What follows belongs to an exercise in optimizing a design on an open flow for small area and a short achievable clock period; a production flow would make more cautious choices. Only simulation tests tie the RTL to the original design; equivalence was not proved. Power figures rest on the tool's default switching activity, not on a simulated workload.

Setup of run 1:
Design nord10_arith, start of the top module:
module nord10_arith (
	input		clk,
	input [15:0]	AA,
	input [15:0]	BB,
	input [31:0]	MIR,
	input [3:0]	S,
	input		ARM,
	input [2:0]	SL,
	input [3:0]	LEV,
	input		AAKL,
	input		BAKL,
	input		ACKL,
	input		BCKL,
	input		SHKL,
	input [1:0]	ASHS,
	input [1:0]	BSHS,
	input		SKL,
	input		STSRD,
	input		WSHC,
	input		SHCKL,
	output [15:0]	ASUM,
	output [15:0]	BSUM,
	output		ACR16,
	output		BCR16,
	output		AZERO,
	output		BZERO,
	output [15:0]	IB_STS,
	output [7:0]	STS,
	output		TERM,
	output [5:0]	SHC,
	output		ACR0,
	output		BCR0,
	output		ASHX,
	output		ASHM,
	output		BSHX,
	output		BSHM,
	output		ASH0,
	output		ASH15,
	output		BSH0,
	output		BSH15,
	output		BSH6,
	output		AC0,
	output		AC15,
	output		BC0,
	output		BC15
);
	wire [1:0]	CRSEL = S[3:2];	 
	wire [15:0] SHCX = { {10{SHC[5]}}, SHC };
	wire [15:0] BH = 16'b1 << MIR[15:12];
	wire [15:0] BCOM = ({16{SL == 3'o0}} & SHCX) |
		({16{SL == 3'o2}} & BH) | ({16{SL == 3'o7}} & BB);
	status status (.clk(clk),
		.CRSEL(CRSEL), .MIR(MIR), .ACR16(ACR16), .BCR16(BCR16),
		.LEV(LEV), .BSUM7_0(BSUM[7:0]), .SKL(SKL),
		.ASH0(ASH0), .ASH15(ASH15),
		.BSH0(BSH0), .BSH6(BSH6), .STSRD(STSRD),
		.BSH15(BSH15), .BC15(BC15), .BAKL(BAKL), .WSHC(WSHC),
		.SHCKL(SHCKL),
		.TERM(TERM),
		.SHC(SHC), .ASHX(ASHX), .ASHM(ASHM), .IB_ut(IB_STS),
		.BSHM(BSHM), .BSHX(BSHX), .STS(STS), .ACR0(ACR0), .BCR0(BCR0));
  ...
For scale: ~240 flip-flops, ~170 I/O pins.
export LEC_CHECK = 0
export CAP_MARGIN = 20
export CORE_MARGIN = 2
export CORE_UTILIZATION = 60
export CTS_BUF_LIST = sky130_fd_sc_hd__clkbuf_4 sky130_fd_sc_hd__clkbuf_8
export PLACE_DENSITY = 0.7
export SETUP_SLACK_MARGIN = 5
export SLEW_MARGIN = 20
create_clock -name core_clock -period 16.0 [get_ports {clk}]
run.sh (not shown) runs the stock make flow with config.mk's settings and CLKGATE_MAP_FILE= SYNTH_SCRIPT=/design/flow/synth_recipe.tcl, a recipe that flattens the netlist after the stock synthesis.
#### Input delta (run 2 over run 1)
Settings: CORE_UTILIZATION: 60 -> 40; CTS_BUF_LIST: sky130_fd_sc_hd__clkbuf_4 sky130_fd_sc_hd__clkbuf_8 -> unset; PLACE_DENSITY: 0.7 -> 0.6.
As far as worst hold-check slack is concerned, run 2 and run 1 perform about the same. The peak-usage layer in the global routing report comes out met1 in one run and met2 in the other, namely in run 1 and run 2 respectively. The final reports for run 2 and run 1 show ratio of cells with drive above 1 in the final layout lower in the former. In the reports for run 2 and run 1, the larger share of power burned in combinational logic belongs to run 1. Summary: final worst clock skew, run 2 better than run 1.
Relative to run 2, the following input files were edited for run 3:
Settings: an added CTS_BUF_LIST of sky130_fd_sc_hd__clkbuf_4 sky130_fd_sc_hd__clkbuf_8; a change of CORE_UTILIZATION from 40 to 60; a change of PLACE_DENSITY from 0.6 to 0.7.
==> flow/flow/run.sh (new file) <==
#!/bin/bash
cp standard.sh standard_sh.txt
cp config.mk config_mk.txt
export BUFFER_PORTS_ARGS="-buffer_cell sky130_fd_sc_hd__buf_1"
bash standard.sh > standard.log 2>&1
==> flow/standard.sh (new file) <==
#!/bin/bash
# synth_recipe.tcl (not shown) runs the flow's synth.tcl, then flattens the netlist and writes it again
# the make line also repeats each setting of config.mk as NAME=value (left out here)
make -C /OpenROAD-flow-scripts/flow DESIGN_CONFIG=/design/flow/config.mk WORK_HOME=/design/flow/orfs CLKGATE_MAP_FILE= SYNTH_SCRIPT=/design/flow/synth_recipe.tcl "${@:-finish}"
removed: flow/run.sh
[summary]
Going from run 2 to run 3, slew at the pin closest to its max-slew limit now sits higher; via-per-instance ratio rose 11%; routed length on met1 shrank by 770 um.
Per the comparison of run 3 with run 2, total wirelength of the detailed-routed design decreased by about 6% relative to the old numbers, sequential share of layout area increased by 3.6 points relative to the old numbers, logic gate share of total power decreased by 0.7 points relative to the old numbers.
Comparing run 3 and run 2, the higher critical path depth was measured on run 3.
Of the two candidates, run 2 has the worse wire length of the first global-routing pass and run 3 the better one.
The sequential power on run 2 is in line with that on run 3.
Compared with run 2, run 3 ends up with a smaller final cell area.
Input changes introduced in run 4 (baseline for comparison: run 3):
Settings: clearing SETUP_SLACK_MARGIN, which used to be 5.
==> flow/flow/run.sh <==
#!/bin/bash
export BUFFER_PORTS_ARGS="-buffer_cell sky130_fd_sc_hd__buf_1"
export SETUP_SLACK_MARGIN=7
bash standard.sh > standard.log 2>&1
## What came out
Having completed the whole flow, run 4 delivered a layout that passed the timing, DRC and antenna checks. | number of clock buffers inserted by TritonCTS | run 3 vs run 4 | ≈ equal |. Looking at worst slew margin relative to its limit across both flows, run 4 is the weaker of the two, with run 3 ahead. Comparing the two runs side by side, run 4 comes out ahead of run 3 on hold slack. Clock group share of total power: run 4 lower than run 3. Run 4 vs. run 3: part of the total power dissipated in combinational logic grew by 7.7 points, total number of vias grew by 1183, shortest clock period the worst path allows after layout shrank by 0.35 ns, stage delay of the slowest cell on the critical path grew by 0.04 ns.
Input-level comparison between run 5 and run 4:
Settings: SETUP_SLACK_MARGIN newly set to 5.
-- flow/flow/run.sh --
<<< run 4, line 2
>>> run 5, line 2
# The standard layout (standard.sh, unchanged synthesis), with plain
# buf_1 cells as the port buffers instead of the default buffer choice.
<<< run 4, line 3
export SETUP_SLACK_MARGIN=7
>>> run 5, line 5
==> comparison <==
Total instance count after detailed placement was lower in run 4 than in run 5. Looking at switching power share of the total, run 5 sits 0.31 points higher than run 4 does. Comparing run 4 and run 5, relative slew slack is higher on run 5. Area of the die came out exactly the same in run 4 and run 5. Between run 4 and run 5, the flow reports critical path depth decreasing by a few percent. Summary: cell-internal power, run 5 better than run 4.
Input changes introduced in run 6 (baseline for comparison: run 5):
Settings: PLACE_DENSITY: 0.7 -> 0.6; SETUP_SLACK_MARGIN: 5 -> unset; CORE_UTILIZATION: 60 -> 40; CTS_BUF_LIST: sky130_fd_sc_hd__clkbuf_4 sky130_fd_sc_hd__clkbuf_8 -> unset.
==> flow/run.sh (new file) <==
#!/bin/bash
# synth_recipe.tcl (not shown) runs the flow's synth.tcl, then flattens the netlist and writes it again
# the make line also repeats each setting of config.mk as NAME=value (left out here)
make -C /OpenROAD-flow-scripts/flow DESIGN_CONFIG=/design/flow/config.mk WORK_HOME=/design/flow/orfs CLKGATE_MAP_FILE= SYNTH_SCRIPT=/design/flow/synth_recipe.tcl finish
removed: flow/flow/run.sh
removed: flow/standard.sh
--- outcome ---
Reported net switching power (lower): run 6
In the metrics for run 5 and run 6, the one carrying the higher area occupied by multi-input gates is run 5.
Relative to run 5, the portion of total power attributed to the clock network of run 6 is higher by 3.7 points.

## port drivers added, routing unchanged
The flow's constraints put no driver on any port. The routed layouts listed below were extracted and timed again, unchanged, in two steps. Step 1 (the two cells are an assumption about what drives the block):
set clk [get_ports {clk}]
set_driving_cell -lib_cell sky130_fd_sc_hd__clkbuf_16 $clk
set_driving_cell -lib_cell sky130_fd_sc_hd__buf_2 [delete_from_list [all_inputs] $clk]
Step 2 adds t to the input delays and takes it off the output delays; t is the mean of the earliest and latest rising clock arrival at the registers after step 1. Input paths then give back, and output paths get back, about the clock's delay inside the block. a / b / c = ideal / step 1 / step 2; a / b = the first two.
run | shift t [ns] | setup slack, ns | worst hold slack (ns) | clock arrival spread, ns | cell pins on the clock port's net
run 1 | 0.592 | 5.165 / 5.127 / 5.127 | 0.614 / 0.614 / 0.614 | 0.037 / 0.036 | 1
run 2 | 0.597 | 5.015 / 4.994 / 4.994 | 0.614 / 0.614 / 0.614 | 0.022 / 0.022 | 1
run 3 | 0.594 | 5.140 / 5.117 / 5.117 | 0.596 / 0.596 / 0.596 | 0.017 / 0.016 | 1
run 4 | 0.593 | 5.491 / 5.445 / 5.445 | 0.624 / 0.624 / 0.624 | 0.035 / 0.035 | 1
run 5 | 0.594 | 5.140 / 5.117 / 5.117 | 0.596 / 0.596 / 0.596 | 0.017 / 0.016 | 1
run 6 | 0.598 | 3.791 / 3.766 / 3.766 | 0.599 / 0.599 / 0.599 | 0.022 / 0.022 | 1
After both steps setup and hold are still met in every run listed. For run 4, which loses most, drivers alone change the setup slack by -0.046 ns; drivers and shift together by -0.046 ns.
